Source: an optimization exercise on an open RTL-to-GDS flow (aim: small area). Production flows keep margins and buffers that such runs may drop.
The RTL was checked by simulation tests, not by an equivalence proof against the original design.
No activity file was given, so power comes from the tool's default toggle rates.

===== design.v =====
module Aoi222 (input a0, b0, a1, b1, a2, b2, output y);
assign y = ~((a0 & b0) | (a1 & b1) | (a2 & b2));
endmodule
module Inv (input a, output y);
assign y = ~a;
endmodule
module And2 (input a, b, output y);
assign y = a & b;
endmodule
module Nand2 (input a, b, output y);
assign y = ~(a & b);
endmodule
module Nor2 (input a, b, output y);
assign y = ~(a | b);
endmodule
module Nand3 (input a, b, c, output y);
assign y = ~(a & b & c);
endmodule
module And3 (input a, b, c, output y);
assign y = a & b & c;
endmodule
module Nand4 (input a, b, c, d, output y);
assign y = ~(a & b & c & d);
endmodule
module Decoder_4to16 #(parameter HAS_EN=0)
    (
	  input [3:0] IN,
	  input EN, RST_N,
      output [15:0] OUT
    );
wire [3:0] inv;
wire [3:0] lo, hi;    
genvar j, k;
generate
    for (j = 0; j < 4; j = j + 1) begin : iv
        Inv u (.a(IN[j]), .y(inv[j]));
    end
    for (j = 0; j < 4; j = j + 1) begin : pre
        Nor2 ul (.a(j & 1 ? inv[0] : IN[0]), .b(j & 2 ? inv[1] : IN[1]), .y(lo[j]));
        Nor2 uh (.a(j & 1 ? inv[2] : IN[2]), .b(j & 2 ? inv[3] : IN[3]), .y(hi[j]));
    end
    for (k = 0; k < 16; k = k + 1) begin : o
        wire n;
        if (HAS_EN) begin : e
            Nand3 u  (.a(lo[k % 4]), .b(hi[k / 4]), .c(EN), .y(n));
            Nand2 ud (.a(n), .b(RST_N), .y(OUT[k]));
        end else begin : ne
            Nand2 u  (.a(lo[k % 4]), .b(hi[k / 4]), .y(n));
            Inv   ud (.a(n), .y(OUT[k]));
        end
    end
endgenerate
endmodule
module Mux_16to1 #(parameter WIDTH=4)
    (
	  input [15:0] sel,
	  input [16*WIDTH-1:0] in,
      output [WIDTH-1:0] out
    );
genvar b, g;
generate
    for (b = 0; b < WIDTH; b = b + 1) begin : bits
        wire [5:0] t;
        for (g = 0; g < 5; g = g + 1) begin : grp
            Aoi222 u (.a0(sel[3*g]),   .b0(in[(3*g)*WIDTH + b]),
                      .a1(sel[3*g+1]), .b1(in[(3*g+1)*WIDTH + b]),
                      .a2(sel[3*g+2]), .b2(in[(3*g+2)*WIDTH + b]), .y(t[g]));
        end
        Nand2 u15 (.a(sel[15]), .b(in[15*WIDTH + b]), .y(t[5]));
        wire t012;
        And3  ua (.a(t[0]), .b(t[1]), .c(t[2]), .y(t012));
        Nand4 uo (.a(t012), .b(t[3]), .c(t[4]), .d(t[5]), .y(out[b]));
    end
endgenerate
endmodule
module Register_file #(parameter WIDTH=32)
    (
	  input clk, write_enable, reset,
	  input [3:0] Source_select_0, Source_select_1, Destination_select,
	  input	[WIDTH-1:0] DATA, Reg_15,
	  output [WIDTH-1:0] out_0, out_1
    );
wire [WIDTH-1:0] wdata;
wire [14:0] we;
wire [15:0] dest, sel0, sel1;
wire reset_n;
Inv urn (.a(reset), .y(reset_n));
genvar i;
generate
    for (i = 0; i < WIDTH; i = i + 1) begin : wd
        And2 u (.a(DATA[i]), .b(reset_n), .y(wdata[i]));
    end
endgenerate
Decoder_4to16 #(0) dsel0 (.IN(Source_select_0), .EN(1'b1), .RST_N(1'b1), .OUT(sel0));
Decoder_4to16 #(0) dsel1 (.IN(Source_select_1), .EN(1'b1), .RST_N(1'b1), .OUT(sel1));
Decoder_4to16 #(1) dec (.IN(Destination_select), .EN(write_enable), .RST_N(reset_n), .OUT(dest));
assign we = dest[14:0];
wire [16*WIDTH-1:0] rd;    
assign rd[15*WIDTH +: WIDTH] = Reg_15;
generate
    for (i = 0 ; i < 15 ; i = i + 1) begin : registers
        reg [WIDTH-1:0] OUT;
        always @(posedge clk)
            if (we[i]) OUT <= wdata;
        assign rd[i*WIDTH +: WIDTH] = OUT;
    end
endgenerate
Mux_16to1 #(WIDTH) mux_0 (.sel(sel0), .in(rd), .out(out_0));
Mux_16to1 #(WIDTH) mux_1 (.sel(sel1), .in(rd), .out(out_1));
endmodule

===== flow/run.sh =====
#!/bin/bash
# The standard layout (the standard.sh, standard synthesis included), with three changes:
#  - port buffers are the smallest buffer, buf_1, instead of the delay buffer buffer_ports picks;
#  - clock tree synthesis uses clkbuf_8 with larger sink clusters and no dummy loads;
#  - everything else is the ORFS default.
# Each make run's full output goes to a log file in the work folder; ORFS's own per-step logs
# are under orfs/logs/.
set -euo pipefail
CTS="-sink_clustering_enable -repair_clock_nets -dont_use_dummy_load -buf_list sky130_fd_sc_hd__clkbuf_8 -sink_clustering_size 16 -sink_clustering_max_diameter 60"
bash standard.sh \
  "BUFFER_PORTS_ARGS=-buffer_cell sky130_fd_sc_hd__buf_1" \
  "CTS_ARGS=$CTS" \
  finish > standard_flow.log 2>&1

===== standard.sh =====
#!/bin/bash
# synth_recipe.tcl (not shown) runs the flow's synth.tcl, then flattens the netlist and writes it again
# the make line also repeats each setting of config.mk as NAME=value (left out here)
make -C /OpenROAD-flow-scripts/flow DESIGN_CONFIG=/design/flow/config.mk WORK_HOME=/design/flow/orfs CLKGATE_MAP_FILE= SYNTH_SCRIPT=/design/flow/synth_recipe.tcl "${@:-finish}"

===== config.mk =====
export PLATFORM = sky130hd
export DESIGN_NAME = Register_file
export DESIGN_NICKNAME = Register_file
export VERILOG_FILES = /design/flow/design.v
export SDC_FILE = /design/flow/constraint.sdc
export NUM_CORES = 4
export LEC_CHECK = 0
export CAP_MARGIN = 20
export CORE_MARGIN = 2
export CORE_UTILIZATION = 70
export PLACE_DENSITY = 0.8
export SLEW_MARGIN = 20
export SYNTH_HIERARCHICAL = 1
export SYNTH_MINIMUM_KEEP_SIZE = 0

===== constraint.sdc =====
create_clock -name core_clock -period 8.0 [get_ports {clk}]
set_input_delay 1.6000 -clock core_clock [delete_from_list [all_inputs] [get_ports {clk}]]
set_output_delay 1.6000 -clock core_clock [all_outputs]
set_load 0.01 [all_outputs]

==> results of run 1 <==
-- area by class of cell --
class / count / share of cell area [%]
sequential: 480 / 68.7
timing repair buffer: 153 / 3.11
multi-input combinational: 630 / 23.0
inverter: 45 / 0.810
clock buffer: 36 / 2.36
tap: 341 / 2.03
-- worst max path at each step --
stage / start / end / slack, ns / cells after the start
global route: Source_select_0[2] / out_0[22] / 2.60 / 9
detailed placement: Source_select_0[2] / out_0[26] / 2.82 / 9
global placement: Source_select_1[3] / out_1[15] / 2.88 / 9
CTS: Source_select_0[1] / out_0[22] / 2.81 / 9
finish: Source_select_0[0] / out_0[6] / 2.65 / 8
floorplan: Source_select_0[1] / out_0[0] / 3.52 / 7
-- routing by layer --
layer / GRT usage (%) / share of wire, % / routed length, µm / vias up
li1: - / - / - / 5787
met1: 57.7 / 32 / 19500 / 7015
met2: 62.5 / 44 / 27500 / 1858
met3: 14.8 / 20 / 12100 / 234
met4: 18.2 / 4.1 / 2540 / 5
met5: 4.52 / 0.27 / 164 / -
-- per-stage QoR --
| step | cell area, µm² | cells |
|---|---|---|
| final | 21000 | 1685 |
| after global placement | 20400 | 1646 |
| after CTS | 21000 | 1684 |
| after global routing | 21000 | 1685 |
| after detailed placement | 20500 | 1648 |
| after floorplan | 19400 | 1155 |
-- critical path: stages --
cell and delay (ns):
buf_1 0.12, nor2_1 0.10, nand2_1 0.08, clkinv_1 0.52, buf_4 0.52, a222oi_1 0.46
nand4_1 0.16, buf_1 0.17
-- placed cells by master, fill, tap and decap left out, drive strengths merged --
master,instances
and3,64
edfxtp,480
inv,40
clkbuf,36
clkinv,5
buf,153
nor2,24
a222oi,320
and2,32
nand4,64
nand3,15
nand2,111
-- power groups by stage --
| stage | logic, mW | registers, mW | clock network (mW) |
|---|---|---|---|
| after floorplan | 0.261 | 3.15 | 0 |
| after global routing | 0.502 | 3.15 | 1.20 |
| after detailed placement | 0.456 | 3.18 | 0 |
| after global placement | 0.446 | 3.16 | 0 |
| after CTS | 0.459 | 3.12 | 1.11 |
| final | 0.483 | 3.13 | 1.12 |
==> run_results.csv, run 1 <==
group,metric,value,unit
critical_path,path_class,"input port to output pin",
placement,gp_congestion,0.808,
placement,dp_hpwl,29.9,mm
placement,post-place-ws,2.82,ns
drt,wirelength,61.8,mm
placement,numPortBuffers,142,
finish,fill_cells,1539,
finish,largest_reg_flops,480,
pwr,swShare,24.7,%
pwr,power_switching,1.17,mW
drt,postRouteAntennaNets,0,
sta,setup_viol,0,
drt,first_iter_violations,4337,
clock_network,htree_levels,2,
outcome,status,"finished clean",
hold_path,whs_path_depth,2,
floorplan,core_area,27000,µm²
clock_network,cts_made_buffers,36,
pwr,seqPwrFrac,66.1,%
pwr,power_density,226,nW/µm²
global_route,antenna_found_initial,0,
finish,multi_input_area,4840,µm²
sta,timing.fmax,187,MHz
finish,antenna_cells,0,
critical_path,end_kind,"output pin",
global_route,grt_pass1_wl,88.0,mm
critical_path,startpoint_type,"input port",
drt,first_pass_iters,11,
clock_network,cts_buffer_depth,3,
floorplan,rows,60,
sta,finalCriticalPeriod,5.35,ns
finish,top_regs,"registers.OUT: 480 flops",
floorplan,die_y,170,µm
sta,slew_viol_final,0,
clock_network,hold_buffers,0,
sta,whs,1.59,ns
global_route,grt_pass1_vias,14400,
pwr,peakVddDrop,192,µV
synth,synth_area_per_cell,16.8,µm²
sta,worst_pin_slew,1.24,ns
clock_network,cts_tree,"built",
floorplan,start_util,71.7,%
sta,maxSlewHeadroom,17.1,%
synth,mappedNetlistArea,19400,µm²
finish,synthToLayoutAreaGrowth,8.40,%
finish,seqCellArea,14400,µm²
clock_network,post_cts_buffers,0,
pwr,pwr-share-comb,10.2,%
global_route,gr-usage-all-layers,42.3,%
pwr,total_power,4.74,mW
global_route,grt_max_degree,48,
critical_path,arrival,3.75,ns
hold_path,hp-start,"DATA[16]",
sta,rsz0062_at_grt,"no",
finish,final_util,77.7,%
finish,drive_above_1_share,6.47,%
critical_path,crit_required,6.40,ns
finish,largest_register,"registers.OUT",
drt,drc,0,
clock_network,clk_pin_slew_worst_paths,0.09,ns
finish,fin_nets,1425,
synth,synth_warnings,7,
floorplan,dieArea,29000,µm²
clock_network,cts_resized,0,
floorplan,die_w,170,µm
sta,tns,0,ns
drt,wire_per_inst,36.7,µm
sta,post-route-period-util,66.9,%
clock_network,clkSinkCount,480,
pwr,leakagePower,6.57,nW
sta,fin_ws,2.65,ns
hold_path,min_path_type,"input port to register",
hold_path,min_delay_worst_endpoint,"registers[14].OUT[16]",
synth,syn_nets,1234,
sta,hold_viol_final,0,
synth,synth_cells,1155,
floorplan,io_pins,143,
pwr,cell_internal_pwr,3.57,mW
drt,vias_per_cell,8.84,
clock_network,cts-root-buf,"clkbuf_8",
global_route,grt_overflow,0,
critical_path,cp_max_fo,20,
run,drv_cap,0,
drt,num_vias,14900,
pwr,power_frac_clock,23.7,%
==> run 2: changes to the inputs <==
--- a/config.mk
+++ b/config.mk
@@ -6,9 +6,9 @@
 export NUM_CORES = 4
 export LEC_CHECK = 0
-export CAP_MARGIN = 20
+export CAP_MARGIN = 10
 export CORE_MARGIN = 2
 export CORE_UTILIZATION = 70
 export PLACE_DENSITY = 0.8
-export SLEW_MARGIN = 20
+export SLEW_MARGIN = 10
 export SYNTH_HIERARCHICAL = 1
 export SYNTH_MINIMUM_KEEP_SIZE = 0
==> run 2 against run 1 <==
- non-clock buffer count decreased by 3
- still clean on timing, DRC and antenna
- critical endpoint is now out_0[21]
- worst setup slack improved by 0.024 ns
- final cell count decreased by 0.18%
- utilization decreased by 0.28 points
- sequential share of layout area increased by 0.25 points
==> run_results.csv, run 2 <==
group,metric,value,unit
floorplan,dieArea,29000,µm²
placement,numPortBuffers,142,
critical_path,startpoint,"Source_select_0[1]",
drt,num_vias,14800,
clock_network,cts-root-buf,"clkbuf_8",
global_route,use_met2,61.7,%
global_route,grt_use_met1,58.6,%
critical_path,end_kind,"output pin",
clock_network,cts_buffer_depth,3,
sta,maxSlewHeadroom,13.2,%
drt,wirelength,61.0,mm
synth,synth_area_per_cell,16.8,µm²
critical_path,cp_max_fo,32,
sta,worst_pin_slew,1.30,ns
clock_network,cts_tree,"built",
finish,drive_above_1_share,6.26,%
sta,fin_ws,2.67,ns
pwr,power_frac_clock,23.7,%
global_route,antenna_found_initial,0,
critical_path,max_stage_delay,0.71,ns
clock_network,cts_made_buffers,36,
run,drv_cap,0,
global_route,grt_overflow,0,
placement,post-place-ws,2.82,ns
critical_path,cpMostUsedCell,"buf_1",
finish,fill_cells,1553,
floorplan,io_pins,143,
finish,final_cell_mix,"edfxtp_1, a222oi_1, buf_1, nand2_1",
pwr,peakVddDrop,197,µV
global_route,grt_pass1_wl,87.2,mm
drt,vias_per_cell,8.82,
sta,setup_viol,0,
critical_path,slowest_stage,"inv_2",
finish,fin_nets,1422,
floorplan,die_y,170,µm
sta,tns,0,ns
global_route,grt_max_degree,48,
drt,drc,0,
floorplan,rows,60,
drt,first_iter_violations,4459,
floorplan,start_util,71.7,%
sta,finalCriticalPeriod,5.33,ns
synth,mappedNetlistArea,19400,µm²
critical_path,startpoint_type,"input port",
clock_network,htree_levels,2,
sta,timing.fmax,188,MHz
hold_path,hp-start,"DATA[9]",
critical_path,arrival,3.73,ns
sta,whs,1.59,ns
finish,largest_reg_flops,480,
finish,top_regs,"registers.OUT: 480 flops",
finish,largest_register,"registers.OUT",
clock_network,hold_buffers,0,
critical_path,path_cells,"buf_1 > inv_1 > nor2_1 > nand2_1 > inv_2 > a222oi_1 > and3_1 > nand4_1 > buf_1",
floorplan,core_area,27000,µm²
synth,synth_cells,1155,
pwr,swShare,24.7,%
clock_network,clkSinkCount,480,
clock_network,post_cts_buffers,0,
sta,post-route-period-util,66.6,%
clock_network,clk_pin_slew_worst_paths,0.09,ns
placement,gp_congestion,0.808,
drt,first_pass_iters,14,
drt,wire_per_inst,36.3,µm
floorplan,die_w,170,µm
sta,rsz0062_at_grt,"no",
clock_network,cts_resized,0,
placement,dp.cells,1646,
finish,layout_commonest_cell,"edfxtp_1",
global_route,gr-usage-all-layers,42.0,%
critical_path,crit_required,6.40,ns
synth,syn_nets,1234,
finish,final_util,77.4,%
pwr,power_density,226,nW/µm²
pwr,power_switching,1.17,mW
finish,fin_cells,1682,
finish,synthToLayoutAreaGrowth,8.00,%
finish,antenna_cells,0,
global_route,grt_use_met3,14.0,%
global_route,top_usage_layer,"met2",
sta,slew_viol_final,0,
pwr,pwr-share-comb,10.1,%
hold_path,min_path_type,"input port to register",
drt,postRouteAntennaNets,0,
pwr,leakagePower,6.54,nW
sta,hold_viol_final,0,
synth,synth_warnings,7,
pwr,seqPwrFrac,66.2,%
pwr,cell_internal_pwr,3.56,mW
placement,dp_hpwl,29.6,mm
global_route,grt_pass1_vias,14400,
outcome,status,"finished clean",
critical_path,path_class,"input port to output pin",
-- run 2: path summary, 6_finish.rpt --
check | cells after the start | slack, ns | end
max | 9 | 2.67 | out_0[21]
min | 2 | 1.59 | registers[11].OUT[9]
-- run 2: layout make-up --
class                      instances  area, µm²  area share, %
tap                              341        427           2.04
clock buffer                      36        495           2.37
sequential                       480      14400           68.9
inverter                          45        169          0.807
timing repair buffer             150        593           2.84
multi-input combinational        630       4820           23.0
-- run 2: power by group through the flow --
stage               logic [mW]  clock network, mW  registers [mW]
floorplan                0.261                  0            3.15
global placement         0.446                  0            3.16
detailed placement       0.454                  0            3.18
CTS                      0.456               1.11            3.12
global route             0.495               1.20            3.15
finish                   0.477               1.12            3.13
-- run 2: worst max-delay path: cells and delay by family --
family                 cells  cell delay, ns
AOI/OAI and AO/OA          1            0.30
buffers and inverters      4            1.06
and+or+nand+nor            4            0.75
-- run 2: metrics by stage --
stage          cell area, µm²  power [mW]
2_1_floorplan           19400        3.41
3_3_place_gp            20400        3.60
3_5_place_dp            20400        3.64
4_1_cts                 20900        4.69
5_1_grt                 20900        4.84
6_report                20900        4.73
-- run 2: routing by layer --
layer | vias up | wire [µm] | share of wire [%]
li1 | 5778 | - | -
met5 | - | 20 | 0.033
met1 | 7000 | 19600 | 32
met3 | 251 | 12000 | 20
met4 | 2 | 2460 | 4.0
met2 | 1803 | 26900 | 44
==> run 3: changes to the inputs <==
==> flow/run.sh (replaced) <==
#!/bin/bash
# The standard layout (the standard.sh, standard synthesis included), with three changes:
#  - port buffers are the smallest buffer, buf_1, instead of the delay buffer buffer_ports picks;
#  - clock tree synthesis uses clkbuf_8 with larger sink clusters (18 sinks, 70 um) and no dummy loads;
#  - everything else is the ORFS default.
# Each make run's full output goes to a log file in the work folder; ORFS's own per-step logs
# are under orfs/logs/.
set -euo pipefail
CTS="-sink_clustering_enable -repair_clock_nets -dont_use_dummy_load -buf_list sky130_fd_sc_hd__clkbuf_8 -sink_clustering_size 18 -sink_clustering_max_diameter 70"
bash standard.sh \
  "BUFFER_PORTS_ARGS=-buffer_cell sky130_fd_sc_hd__buf_1" \
  "CTS_ARGS=$CTS" \
  finish > standard_flow.log 2>&1
==> run 3 against run 2 <==
- routed wire length down 0.20%
- synthesized cell count unchanged
- final cell count decreased by 0.36%
- first-iteration DRC count is essentially flat
- worst hold slack lost 0.089 ns
- via count up 0.36%
- synthesized area stayed put
- global-route usage shrank 0.42 points
- clock-buffer cell count fell by 6
- final area is 0.39% lower
- clock power down 7%
- worst setup slack worse by 0.044 ns
- highest routed layer is now met4
==> run_results.csv, run 3 <==
group,metric,value,unit
drt,drc,0,
sta,finalCriticalPeriod,5.37,ns
drt,wire_per_inst,36.3,µm
global_route,grt_pass1_vias,14300,
pwr,power_frac_clock,22.4,%
drt,wirelength,60.9,mm
clock_network,hold_buffers,0,
sta,rsz0062_at_grt,"no",
floorplan,core_area,27000,µm²
synth,mappedNetlistArea,19400,µm²
finish,largest_reg_flops,480,
floorplan,io_pins,143,
drt,num_vias,14900,
placement,dp_hpwl,29.6,mm
clock_network,htree_levels,1,
sta,tns,0,ns
global_route,grt_max_degree,48,
floorplan,rows,60,
outcome,status,"finished clean",
floorplan,die_y,170,µm
clock_network,clk_pin_slew_worst_paths,0.11,ns
pwr,power_switching,1.16,mW
drt,postRouteAntennaNets,0,
sta,timing.fmax,186,MHz
critical_path,crit_required,6.40,ns
floorplan,dieArea,29000,µm²
finish,final_util,77.1,%
drt,vias_per_cell,8.88,
sta,hold_viol_final,0,
floorplan,start_util,71.7,%
floorplan,die_w,170,µm
synth,synth_cells,1155,
synth,syn_nets,1234,
finish,largest_register,"registers.OUT",
critical_path,startpoint_type,"input port",
clock_network,cts-root-buf,"clkbuf_8",
finish,drive_above_1_share,5.84,%
clock_network,clkSinkCount,480,
clock_network,cts_tree,"built",
finish,top_regs,"registers.OUT: 480 flops",
sta,fin_ws,2.63,ns
pwr,peakVddDrop,195,µV
pwr,cell_internal_pwr,3.49,mW
pwr,swShare,24.9,%
finish,antenna_cells,0,
finish,postLayoutCellArea,20800,µm²
placement,place_area,20400,µm²
sta,post-route-period-util,67.2,%
critical_path,end_kind,"output pin",
global_route,antenna_found_initial,0,
synth,synth_area_per_cell,16.8,µm²
global_route,gr-usage-all-layers,41.6,%
clock_network,cts_resized,0,
sta,setup_viol,0,
finish,synthToLayoutAreaGrowth,7.58,%
finish,layout_commonest_cell,"edfxtp_1",
hold_path,whs_path_depth,2,
global_route,grt_overflow,0,
pwr,leakagePower,6.50,nW
pwr,power_density,223,nW/µm²
critical_path,arrival,3.77,ns
critical_path,path_class,"input port to output pin",
clock_network,cts_made_buffers,30,
sta,maxSlewHeadroom,15.1,%
finish,final_cell_mix,"edfxtp_1, a222oi_1, buf_1, nand2_1",
synth,synth_warnings,7,
global_route,grt_pass1_wl,86.6,mm
placement,gp_congestion,0.808,
critical_path,cp_max_fo,20,
hold_path,min_delay_worst_endpoint,"registers[3].OUT[9]",
placement,post-place-ws,2.82,ns
finish,fin_nets,1416,
clock_network,cts_buffer_depth,3,
drt,first_iter_violations,4462,
clock_network,post_cts_buffers,0,
placement,numPortBuffers,142,
pwr,seqPwrFrac,67.4,%
hold_path,hp-start,"DATA[9]",
pwr,pwr-share-comb,10.3,%
hold_path,min_path_type,"input port to register",
sta,slew_viol_final,0,
sta,worst_pin_slew,1.27,ns
finish,fill_cells,1554,
run,drv_cap,0,
drt,first_pass_iters,10,
-- run 3: power groups by stage --
stage	logic, mW	clock network, mW	registers (mW)
2_1_floorplan	0.261	0	3.15
3_3_place_gp	0.446	0	3.16
3_5_place_dp	0.454	0	3.18
4_1_cts	0.456	1.02	3.12
5_1_grt	0.495	1.11	3.15
6_report	0.477	1.04	3.13
-- run 3: critical path, stage by stage --
cell and delay (ns):
buf_1 0.10, inv_1 0.07, nor2_1 0.07, nand2_1 0.07, clkinv_1 0.52, buf_4 0.52
a222oi_1 0.48, nand4_1 0.15, buf_1 0.16
-- run 3: final cells by class --
cell class | instances | area [µm²] | area share [%]
Sequential cell | 480 | 14400 | 69.2
Multi-Input combinational cell | 630 | 4820 | 23.1
Inverter | 45 | 169 | 0.811
Tap cell | 341 | 427 | 2.05
Clock buffer | 30 | 413 | 1.98
Timing Repair Buffer | 150 | 593 | 2.85
-- run 3: worst max-delay path by stage --
stage                                   from  slack [ns]        end
after floorplan           Source_select_0[1]        3.52   out_0[0]
after global placement    Source_select_1[3]        2.88  out_1[15]
after detailed placement  Source_select_0[2]        2.82  out_0[26]
after CTS                 Source_select_0[3]        2.81  out_0[26]
after global routing      Source_select_0[2]        2.61  out_0[28]
final                     Source_select_0[3]        2.63   out_0[6]
-- run 3: layer usage --
| layer | GRT usage [%] | part of all wire (%) |
|---|---|---|
| met5 | 0 | 0 |
| met2 | 61.5 | 44 |
| met1 | 58.1 | 32 |
| met3 | 13.8 | 20 |
| met4 | 16.8 | 4.1 |
-- run 3: through the flow --
step	power [mW]	hold slack, ns	std cells
final	4.65	1.50	1676
after global routing	4.75	1.55	1676
after CTS	4.60	1.51	1676
after detailed placement	3.64	2.17	1646
after global placement	3.60	2.16	1646
after floorplan	3.41	2.04	1155
==> run 4: changes to the inputs <==
--- a/config.mk
+++ b/config.mk
@@ -6,9 +6,9 @@
 export NUM_CORES = 4
 export LEC_CHECK = 0
-export CAP_MARGIN = 10
+export CAP_MARGIN = 20
 export CORE_MARGIN = 2
 export CORE_UTILIZATION = 70
 export PLACE_DENSITY = 0.8
-export SLEW_MARGIN = 10
+export SLEW_MARGIN = 20
 export SYNTH_HIERARCHICAL = 1
 export SYNTH_MINIMUM_KEEP_SIZE = 0
==> run 4 against run 3 <==
- utilization increased by 0.53 points
- largest cell class unchanged
- die area is the same
- highest routed layer is now met5
- total power about the same
- first-iteration DRC count down 3.4%
- final cell count up 0.36%
- critical path depth did not move
- global-route usage rose by 0.25 points
- maximum frequency rose by 1.2%
==> run_results.csv, run 4 <==
group,metric,value,unit
drt,postRouteAntennaNets,0,
drt,first_pass_iters,14,
global_route,gr-usage-all-layers,41.8,%
clock_network,cts_tree,"built",
critical_path,path_class,"input port to output pin",
critical_path,end_kind,"output pin",
hold_path,min_path_type,"input port to register",
sta,maxSlewHeadroom,21.2,%
synth,synth_cells,1155,
sta,slew_viol_final,0,
finish,final_cell_mix,"edfxtp_1, a222oi_1, buf_1, nand2_1",
synth,synth_warnings,7,
sta,setup_viol,0,
floorplan,dieArea,29000,µm²
critical_path,startpoint_type,"input port",
clock_network,post_cts_buffers,0,
sta,tns,0,ns
floorplan,die_w,170,µm
finish,largest_reg_flops,480,
clock_network,hold_buffers,0,
finish,top_regs,"registers.OUT: 480 flops",
outcome,status,"finished clean",
sta,rsz0062_at_grt,"no",
finish,largest_register,"registers.OUT",
clock_network,cts_made_buffers,30,
synth,synth_area_per_cell,16.8,µm²
floorplan,core_area,27000,µm²
critical_path,cp_max_fo,20,
finish,fin_cells,1682,
floorplan,rows,60,
global_route,grt_max_degree,48,
drt,wire_per_inst,36.3,µm
clock_network,clkSinkCount,480,
placement,gp_congestion,0.808,
drt,wirelength,61.1,mm
critical_path,arrival,3.71,ns
run,drv_cap,0,
drt,first_iter_violations,4312,
sta,hold_viol_final,0,
clock_network,htree_levels,1,
hold_path,hp-start,"DATA[16]",
sta,timing.fmax,188,MHz
placement,numPortBuffers,142,
floorplan,start_util,71.7,%
pwr,power_density,222,nW/µm²
clock_network,cts-root-buf,"clkbuf_8",
placement,dp.cells,1648,
finish,fill_cells,1530,
sta,post-route-period-util,66.4,%
drt,vias_per_cell,8.78,
finish,fin_nets,1422,
global_route,grt_pass1_vias,14300,
finish,synthToLayoutAreaGrowth,8.32,%
clock_network,cts_buffer_depth,3,
global_route,antenna_found_initial,0,
floorplan,io_pins,143,
placement,dp_hpwl,29.9,mm
global_route,grt_pass1_wl,87.3,mm
drt,drc,0,
finish,antenna_cells,0,
sta,worst_pin_slew,1.18,ns
synth,mappedNetlistArea,19400,µm²
hold_path,min_delay_worst_endpoint,"registers[1].OUT[16]",
finish,layout_commonest_cell,"edfxtp_1",
drt,num_vias,14800,
global_route,grt_overflow,0,
pwr,peakVddDrop,151,µV
clock_network,clk_pin_slew_worst_paths,0.11,ns
clock_network,cts_resized,0,
sta,finalCriticalPeriod,5.31,ns
finish,drive_above_1_share,6.26,%
pwr,total_power,4.65,mW
critical_path,crit_required,6.40,ns
pwr,leakagePower,6.56,nW
hold_path,whs_path_depth,2,
synth,syn_nets,1234,
floorplan,die_y,170,µm
## run 4: changes by cell type in the layout (fill, tap and decap cells not counted), sizes merged
cell | before | now
clkinv | 4 | 5
buf | 150 | 156
inv | 41 | 40
## run 4: how the worst max path moves through the flow
stage | from | to | cells after the start | slack (ns)
after floorplan | Source_select_0[1] | out_0[0] | 7 | 3.52
after global placement | Source_select_1[3] | out_1[15] | 9 | 2.88
after detailed placement | Source_select_0[2] | out_0[26] | 9 | 2.82
after CTS | Source_select_1[1] | out_1[31] | 9 | 2.81
after global routing | Source_select_1[1] | out_1[15] | 9 | 2.62
final | Source_select_0[2] | out_0[26] | 9 | 2.69
## run 4: layout make-up
| cell class | count | area, µm² | area share [%] |
|---|---|---|---|
| multi-input cells | 630 | 4840 | 23.0 |
| repair buffers | 156 | 721 | 3.44 |
| clock buffers | 30 | 413 | 1.97 |
| well taps | 341 | 427 | 2.03 |
| flip-flops and latches | 480 | 14400 | 68.7 |
| inverters | 45 | 170 | 0.811 |
## run 4: per-layer routing
layer | global-route usage, % | routed length [µm] | up-vias
met1 | 57.9 | 19500 | 6972
li1 | - | - | 5781
met3 | 13.4 | 12000 | 236
met2 | 61.9 | 27000 | 1772
met5 | 4.17 | 40 | -
met4 | 18.0 | 2580 | 2
## run 4: power breakdown
part,internal (mW),switching (mW),total (mW)
Clock,0.335,0.697,1.03
Combinational,0.147,0.339,0.485
Sequential,3.02,0.114,3.13
Total,3.50,1.15,4.65
## run 4: worst max-delay path, stage by stage
cell,delay (ns)
buf_1,0.10
inv_1,0.08
nor2_1,0.07
nand2_1,0.07
clkinv_1,0.49
buf_4,0.51
a222oi_1,0.47
nand4_1,0.16
buf_1,0.16
## run 4: stage by stage
step | worst slack [ns] | hold slack, ns | area, µm² | utilization, %
after floorplan | 3.52 | 2.04 | 19400 | -
after global placement | 2.88 | 2.16 | 20400 | 75.6
after detailed placement | 2.82 | 2.17 | 20500 | 75.7
after CTS | 2.81 | 1.50 | 20900 | 77.2
after global routing | 2.62 | 1.54 | 21000 | 77.6
final | 2.69 | 1.52 | 21000 | 77.6
==> run 5: changes to the inputs <==
--- a/config.mk
+++ b/config.mk
@@ -6,9 +6,9 @@
 export NUM_CORES = 4
 export LEC_CHECK = 0
-export CAP_MARGIN = 20
+export CAP_MARGIN = 3
 export CORE_MARGIN = 2
 export CORE_UTILIZATION = 70
 export PLACE_DENSITY = 0.8
-export SLEW_MARGIN = 20
+export SLEW_MARGIN = 3
 export SYNTH_HIERARCHICAL = 1
 export SYNTH_MINIMUM_KEEP_SIZE = 0
==> run 5 against run 4 <==
- critical path depth is the same
- sequential power is essentially flat
- routed wire length shrank 0.12%
- final cell count shrank 0.30%
- final area shrank 0.70%
- die area is the same
==> run_results.csv, run 5 <==
group,metric,value,unit
outcome,status,"finished clean",
floorplan,die_w,170,µm
placement,place_area,20400,µm²
finish,fill_cells,1554,
global_route,gr-usage-all-layers,41.6,%
global_route,grt_pass1_vias,14300,
drt,first_iter_violations,4392,
drt,drc,0,
finish,layout_commonest_cell,"edfxtp_1",
sta,hold_viol_final,0,
clock_network,clkSinkCount,480,
global_route,grt_overflow,0,
drt,vias_per_cell,8.90,
synth,mappedNetlistArea,19400,µm²
sta,slew_viol_final,0,
finish,drive_above_1_share,5.84,%
clock_network,cts_made_buffers,30,
drt,wire_per_inst,36.4,µm
critical_path,slowest_stage,"buf_4",
critical_path,startpoint_type,"input port",
critical_path,max_stage_delay,0.51,ns
floorplan,core_area,27000,µm²
synth,synth_area_per_cell,16.8,µm²
finish,fin_nets,1416,
critical_path,crit_required,6.40,ns
sta,finalCriticalPeriod,5.33,ns
run,drv_cap,0,
clock_network,clk_pin_slew_worst_paths,0.10,ns
placement,numPortBuffers,142,
synth,synth_cells,1155,
critical_path,arrival,3.73,ns
finish,largest_register,"registers.OUT",
finish,largest_reg_flops,480,
sta,rsz0062_at_grt,"no",
sta,maxSlewHeadroom,8.53,%
sta,setup_viol,0,
sta,worst_pin_slew,1.37,ns
critical_path,path_cells,"buf_1 > inv_1 > nor2_1 > nand2_1 > clkinv_1 > buf_4 > a222oi_1 > nand4_1 > buf_1",
critical_path,path_class,"input port to output pin",
floorplan,start_util,71.7,%
placement,gp_congestion,0.808,
floorplan,die_y,170,µm
synth,synth_warnings,7,
clock_network,cts_buffer_depth,3,
drt,num_vias,14900,
clock_network,cts_tree,"built",
sta,timing.fmax,188,MHz
floorplan,dieArea,29000,µm²
floorplan,rows,60,
critical_path,cpMostUsedCell,"buf_1",
global_route,antenna_found_initial,0,
synth,syn_nets,1234,
finish,multi_input_area,4820,µm²
drt,first_pass_iters,13,
finish,top_regs,"registers.OUT: 480 flops",
finish,postLayoutCellArea,20800,µm²
clock_network,cts-root-buf,"clkbuf_8",
global_route,grt_max_degree,48,
floorplan,io_pins,143,
clock_network,cts_resized,0,
critical_path,cp_max_fo,21,
sta,tns,0,ns
clock_network,hold_buffers,0,
pwr,leakagePower,6.49,nW
global_route,grt_pass1_wl,86.6,mm
pwr,power_density,223,nW/µm²
drt,postRouteAntennaNets,0,
hold_path,min_path_type,"input port to register",
clock_network,htree_levels,1,
placement,dp_hpwl,29.6,mm
clock_network,post_cts_buffers,0,
critical_path,end_kind,"output pin",
pwr,peakVddDrop,202,µV
finish,final_cell_mix,"edfxtp_1, a222oi_1, buf_1, nand2_1",
drt,wirelength,61.0,mm
finish,seqCellArea,14400,µm²
sta,post-route-period-util,66.6,%
finish,synthToLayoutAreaGrowth,7.56,%
[run 5: cell types whose count changed in the layout (fill, tap and decap cells not counted), sizes merged]
| cell | before | now |
|---|---|---|
| clkinv | 5 | 4 |
| buf | 156 | 150 |
| diode | 0 | 1 |
| inv | 40 | 41 |
[run 5: worst max-delay path, delay by kind of cell]
family                 cells  cell delay, ns
AO/OA/AOI/OAI              1            0.45
buffers and inverters      5            1.34
AND/OR/NAND/NOR            3            0.30
[run 5: worst paths after layout]
path	startpoint	end	slack (ns)	cells past startpoint
max	Source_select_0[3]	out_0[26]	2.67	9
min	DATA[9]	registers[3].OUT[9]	1.52	2
[run 5: layout make-up]
type,count,share of cell area (%)
Inverter,45,0.811
Timing Repair Buffer,150,2.85
Sequential cell,480,69.2
Multi-Input combinational cell,630,23.1
Antenna cell,1,0.0120
Tap cell,341,2.05
Clock buffer,30,1.98
[run 5: report_power, final]
group          total (mW)  switching (mW)  internal, mW
registers            3.13           0.113          3.02
clock network        1.04           0.703         0.335
logic               0.477           0.338         0.139
total                4.65            1.15          3.49
[run 5: layer usage]
layer  vias up  wire length [µm]  share of wire, %  GRT usage (%)
met5         -                 0                 0              0
met4         0              2540               4.2           16.8
met3       262             11900                20           13.8
met2      1757             26900                44           61.5
met1      7144             19700                32           58.1
li1       5768                 -                 -              -
[run 5: through the flow]
| step | worst slack, ns | util (%) | cells | hold slack (ns) | power (mW) |
|---|---|---|---|---|---|
| finish | 2.67 | 77.1 | 1677 | 1.52 | 4.65 |
| detailed placement | 2.82 | 75.6 | 1646 | 2.17 | 3.64 |
| global placement | 2.88 | 75.6 | 1646 | 2.16 | 3.60 |
| floorplan | 3.52 | - | 1155 | 2.04 | 3.41 |
| global route | 2.61 | 77.1 | 1676 | 1.55 | 4.75 |
| CTS | 2.81 | 77.1 | 1676 | 1.51 | 4.60 |
==> run 6: changes to the inputs <==
--- a/design.v
+++ b/design.v
@@ -1,4 +1,7 @@
 module Aoi222 (input a0, b0, a1, b1, a2, b2, output y);
 assign y = ~((a0 & b0) | (a1 & b1) | (a2 & b2));
+endmodule
+module Aoi31 (input a0, a1, a2, b, output y);
+assign y = ~((a0 & a1 & a2) | b);
 endmodule
 module Inv (input a, output y);
@@ -23,13 +26,7 @@
 assign y = ~(a & b & c & d);
 endmodule
-module Decoder_4to16 #(parameter HAS_EN=0)
-    (
-	  input [3:0] IN,
-	  input EN, RST_N,
-      output [15:0] OUT
-    );
+module Predecode_4 (input [3:0] IN, output [3:0] lo, hi);    
 wire [3:0] inv;
-wire [3:0] lo, hi;    
-genvar j, k;
+genvar j;
 generate
     for (j = 0; j < 4; j = j + 1) begin : iv
@@ -40,13 +37,36 @@
         Nor2 uh (.a(j & 1 ? inv[2] : IN[2]), .b(j & 2 ? inv[3] : IN[3]), .y(hi[j]));
     end
+endgenerate
+endmodule
+module Decoder_4to16
+    (
+	  input [3:0] IN,
+      output [15:0] OUT
+    );
+wire [3:0] lo, hi;
+Predecode_4 pd (.IN(IN), .lo(lo), .hi(hi));
+genvar k;
+generate
     for (k = 0; k < 16; k = k + 1) begin : o
         wire n;
-        if (HAS_EN) begin : e
-            Nand3 u  (.a(lo[k % 4]), .b(hi[k / 4]), .c(EN), .y(n));
-            Nand2 ud (.a(n), .b(RST_N), .y(OUT[k]));
-        end else begin : ne
-            Nand2 u  (.a(lo[k % 4]), .b(hi[k / 4]), .y(n));
-            Inv   ud (.a(n), .y(OUT[k]));
-        end
+        Nand2 u  (.a(lo[k % 4]), .b(hi[k / 4]), .y(n));
+        Inv   ud (.a(n), .y(OUT[k]));
+    end
+endgenerate
+endmodule
+module Decoder_write
+    (
+	  input [3:0] IN,
+	  input EN, RST,
+      output [14:0] OUT
+    );
+wire [3:0] lo, hi;
+Predecode_4 pd (.IN(IN), .lo(lo), .hi(hi));
+genvar k;
+generate
+    for (k = 0; k < 15; k = k + 1) begin : o
+        wire n;
+        Aoi31 u  (.a0(lo[k % 4]), .a1(hi[k / 4]), .a2(EN), .b(RST), .y(n));
+        Inv   ud (.a(n), .y(OUT[k]));
     end
 endgenerate
@@ -83,5 +103,5 @@
 wire [WIDTH-1:0] wdata;
 wire [14:0] we;
-wire [15:0] dest, sel0, sel1;
+wire [15:0] sel0, sel1;
 wire reset_n;
 Inv urn (.a(reset), .y(reset_n));
@@ -92,8 +112,7 @@
     end
 endgenerate
-Decoder_4to16 #(0) dsel0 (.IN(Source_select_0), .EN(1'b1), .RST_N(1'b1), .OUT(sel0));
-Decoder_4to16 #(0) dsel1 (.IN(Source_select_1), .EN(1'b1), .RST_N(1'b1), .OUT(sel1));
-Decoder_4to16 #(1) dec (.IN(Destination_select), .EN(write_enable), .RST_N(reset_n), .OUT(dest));
-assign we = dest[14:0];
+Decoder_4to16 dsel0 (.IN(Source_select_0), .OUT(sel0));
+Decoder_4to16 dsel1 (.IN(Source_select_1), .OUT(sel1));
+Decoder_write dec (.IN(Destination_select), .EN(write_enable), .RST(reset), .OUT(we));
 wire [16*WIDTH-1:0] rd;    
 assign rd[15*WIDTH +: WIDTH] = Reg_15;
==> flow/run.sh (replaced) <==
#!/bin/bash
# The standard layout (the standard.sh, standard synthesis included), with these changes:
#  - port buffers are the smallest buffer, buf_1, instead of the delay buffer buffer_ports picks;
#  - clock tree synthesis uses clkbuf_8 with larger sink clusters and no dummy loads;
#  - after global routing, gates off the critical paths are downsized (RECOVER_POWER);
#  - everything else is the ORFS default.
# The make run's full output goes to standard_flow.log in the work folder; ORFS's own per-step
# logs are under orfs/logs/.
set -euo pipefail
CTS="-sink_clustering_enable -repair_clock_nets -dont_use_dummy_load -buf_list sky130_fd_sc_hd__clkbuf_8 -sink_clustering_size 16 -sink_clustering_max_diameter 60"
bash standard.sh \
  "BUFFER_PORTS_ARGS=-buffer_cell sky130_fd_sc_hd__buf_1" \
  "CTS_ARGS=$CTS" \
  "RECOVER_POWER=100" \
  finish > standard_flow.log 2>&1
--- a/config.mk
+++ b/config.mk
@@ -6,9 +6,9 @@
 export NUM_CORES = 4
 export LEC_CHECK = 0
-export CAP_MARGIN = 3
+export CAP_MARGIN = 20
 export CORE_MARGIN = 2
 export CORE_UTILIZATION = 70
 export PLACE_DENSITY = 0.8
-export SLEW_MARGIN = 3
+export SLEW_MARGIN = 20
 export SYNTH_HIERARCHICAL = 1
 export SYNTH_MINIMUM_KEEP_SIZE = 0
==> run 6 against run 5 <==
- now fails the layout checks on capacitance limit, slew limit
- clock power is 9% higher
- utilization is 0.71 points higher
- routed wire length decreased by 0.29%
==> run_results.csv, run 6 <==
group,metric,value,unit
floorplan,die_w,170,µm
synth,ys_ff_latch,480,
sta,tns,0,ns
floorplan,start_util,71.5,%
floorplan,core_area,27100,µm²
synth,synth_cells,1155,
critical_path,path_class,"input port to output pin",
synth,yosys.area_share.adder,0,%
placement,numPortBuffers,142,
sta,setup_viol,0,
synth,ys_dominant_reg_cell,"edfxtp_1",
global_route,grt_pass1_vias,14300,
hold_path,min_path_type,"input port to register",
outcome,check.faults,"capacitance limit, slew limit",
placement,dp_hpwl,32.4,mm
clock_network,clkSinkCount,480,
synth,synthTopCellsByCount,"edfxtp_1, a222oi_1, nand2_1",
drt,wire_per_inst,35.0,µm
synth,synth_cell_types,9,
clock_network,cts-root-buf,"clkbuf_8",
finish,top_regs,"registers.OUT: 480 flops",
sta,maxSlewHeadroom,-79.9,%
global_route,antenna_found_initial,1,
global_route,grt_pass1_wl,87.5,mm
run,drv_cap,15,
clock_network,clk_pin_slew_worst_paths,0.10,ns
synth,mappedNetlistArea,19400,µm²
critical_path,end_kind,"output pin",
drt,postRouteAntennaNets,0,
finish,final_cell_mix,"edfxtp_1, a222oi_1, buf_1, nand2_1",
critical_path,startpoint_type,"input port",
finish,synthToLayoutAreaGrowth,8.75,%
placement,place_area,20600,µm²
finish,antenna_cells,0,
floorplan,dieArea,29000,µm²
critical_path,crit_required,6.40,ns
synth,synth.top_cell.area_share,74.3,%
placement,gp_congestion,0.833,
clock_network,cts_made_buffers,36,
finish,fin_nets,1449,
critical_path,cp_max_fo,32,
clock_network,cts_resized,0,
pwr,leakagePower,6.65,nW
finish,drive_above_1_share,4.82,%
synth,synth_warnings,7,
clock_network,hold_buffers,0,
hold_path,whs_path_depth,2,
synth,ys_seq_area_share,74.3,%
synth,synthXorXnorAreaFrac,0,%
drt,num_vias,14800,
drt,vias_per_cell,8.53,
synth,syn_nets,1234,
sta,post-route-period-util,74.6,%
synth,synthArstFlopShare,0,%
floorplan,die_y,170,µm
clock_network,htree_levels,2,
synth,synth_area_per_cell,16.8,µm²
clock_network,cts_tree,"built",
hold_path,hp-start,"DATA[2]",
sta,worst_pin_slew,2.70,ns
synth,synth_top_family_by_area,"compound AO/OA/AOI/OAI gates",
synth,synth_compound_area_share,17.0,%
hold_path,min_delay_worst_endpoint,"registers[14].OUT[2]",
synth,synthSimpleGateAreaFrac,7.49,%
synth,synth.most_common_cell,"edfxtp_1",
critical_path,arrival,4.37,ns
pwr,peakVddDrop,172,µV
sta,slew_viol_final,464,
synth,synth_edf_count,480,
finish,layout_commonest_cell,"edfxtp_1",
synth,synthMuxAreaShare,0,%
sta,whs,1.70,ns
sta,finalCriticalPeriod,5.97,ns
outcome,status,"complete, but fails checks",
drt,drc,0,
synth,synth_area_leader_cell,"edfxtp_1",
drt,wirelength,60.8,mm
drt,first_pass_iters,14,
finish,postLayoutCellArea,21100,µm²
finish,fin_cells,1740,
floorplan,rows,60,
pwr,total_power,4.74,mW
sta,timing.fmax,168,MHz
global_route,grt_overflow,0,
floorplan,io_pins,143,
finish,largest_register,"registers.OUT",
pwr,power_density,225,nW/µm²
global_route,gr-usage-all-layers,41.8,%
synth,synth_area_leaders,"edfxtp_1, a222oi_1, and3_1",
sta,hold_viol_final,0,
clock_network,cts_buffer_depth,3,
global_route,grt_max_degree,33,
placement,dp.cells,1704,
drt,first_iter_violations,4437,
finish,largest_reg_flops,480,
sta,rsz0062_at_grt,"no",
clock_network,post_cts_buffers,0,
## run 6: worst max path at each step
stage                            start        end  slack [ns]  cells after the start
finish              Source_select_1[1]  out_1[12]        2.03                      9
global route        Source_select_1[1]  out_1[16]        2.02                      9
CTS                 Source_select_1[1]  out_1[31]        2.79                      9
detailed placement  Source_select_1[1]  out_1[31]        2.80                      9
global placement    Source_select_1[1]   out_1[9]        2.86                      9
floorplan           Source_select_0[1]   out_0[0]        3.52                      7
## run 6: metrics by stage
stage	worst slack (ns)	utilization, %
floorplan	3.52	-
global route	2.02	77.8
detailed placement	2.80	76.2
CTS	2.79	78.0
finish	2.03	77.8
global placement	2.86	76.2
## run 6: final cells by class
cell class              count  area (µm²)
multi-input cells         615        4750
repair buffers            177         736
well taps                 372         465
inverters                  60         225
flip-flops and latches    480       14400
fillers                  1586        6020
clock buffers              36         495
## run 6: kinds of logic (layout without fill, tap and decap cells)
| family | Yosys count | count (layout) |
|---|---|---|
| compound gates | 335 | 335 |
| flops | 480 | 480 |
| simple gates | 280 | 280 |
| buf+inv | 60 | 273 |
## run 6: layer usage
metal / routed length (µm) / global-route usage (%) / vias to the layer above
li1: - / - / 5832
met1: 19300 / 58.7 / 7026
met2: 27100 / 62.3 / 1763
met3: 11600 / 11.7 / 222
met4: 2790 / 19.1 / 0
met5: 0 / 0 / -
## run 6: Yosys stat by module (local to each module, per instance), excerpt
module / area (µm²) / cells / times used / flops+latches
Inv: 3.75 / 1 / 60 / 0
And3: 6.26 / 1 / 64 / 0
Nand2: 3.75 / 1 / 96 / 0
Aoi222: 10.0 / 1 / 320 / 0
And2: 6.26 / 1 / 32 / 0
Nand4: 6.26 / 1 / 64 / 0
## run 6: worst max-delay path, stage by stage
cell	delay [ns]
buf_1	0.11
inv_1	0.07
nor2_1	0.28
nand2_1	0.09
inv_1	1.29
a222oi_1	0.31
and3_1	0.31
nand4_1	0.10
buf_1	0.17
## run 6: power by group
group | leakage, nW | switching, mW | total [mW] | internal [mW]
logic | 1.74 | 0.334 | 0.476 | 0.142
registers | 4.65 | 0.114 | 3.14 | 3.02
clock network | 0.259 | 0.725 | 1.13 | 0.406
total | 6.65 | 1.17 | 4.74 | 3.57

## port drivers added, routing unchanged
In the flow no input, the clock included, has a driving cell. The finished layouts below were timed again as built, in two steps.
Step 1 sets driving cells, clkbuf_16 on the clock port and buf_2 on the other inputs (assumed; they add their load-dependent delay and slew).
Step 2 adds t to the input delays and takes it off the output delays; t is the mean of the earliest and latest rising clock arrival at the registers after step 1. Input paths then give back, and output paths get back, about the clock's delay inside the block.
Three values: ideal ports, drivers, drivers and shift; two values: the first two.
run | t (ns) | slack for setup (ns) | latest minus earliest clock arrival (ns)
run 1 | 0.597 | 2.646 / 2.623 / 2.623 | 0.035 / 0.035
run 2 | 0.601 | 2.670 / 2.644 / 2.644 | 0.053 / 0.053
run 3 | 0.677 | 2.626 / 2.606 / 2.606 | 0.032 / 0.033
run 4 | 0.674 | 2.689 / 2.666 / 2.666 | 0.035 / 0.035
run 5 | 0.670 | 2.672 / 2.652 / 2.652 | 0.034 / 0.034
run 6 | 0.613 | 2.034 / 2.011 / 2.011 | 0.033 / 0.034
The setup slack of run 2, which loses most, moves by -0.026 ns with the drivers and by -0.026 ns with both steps.
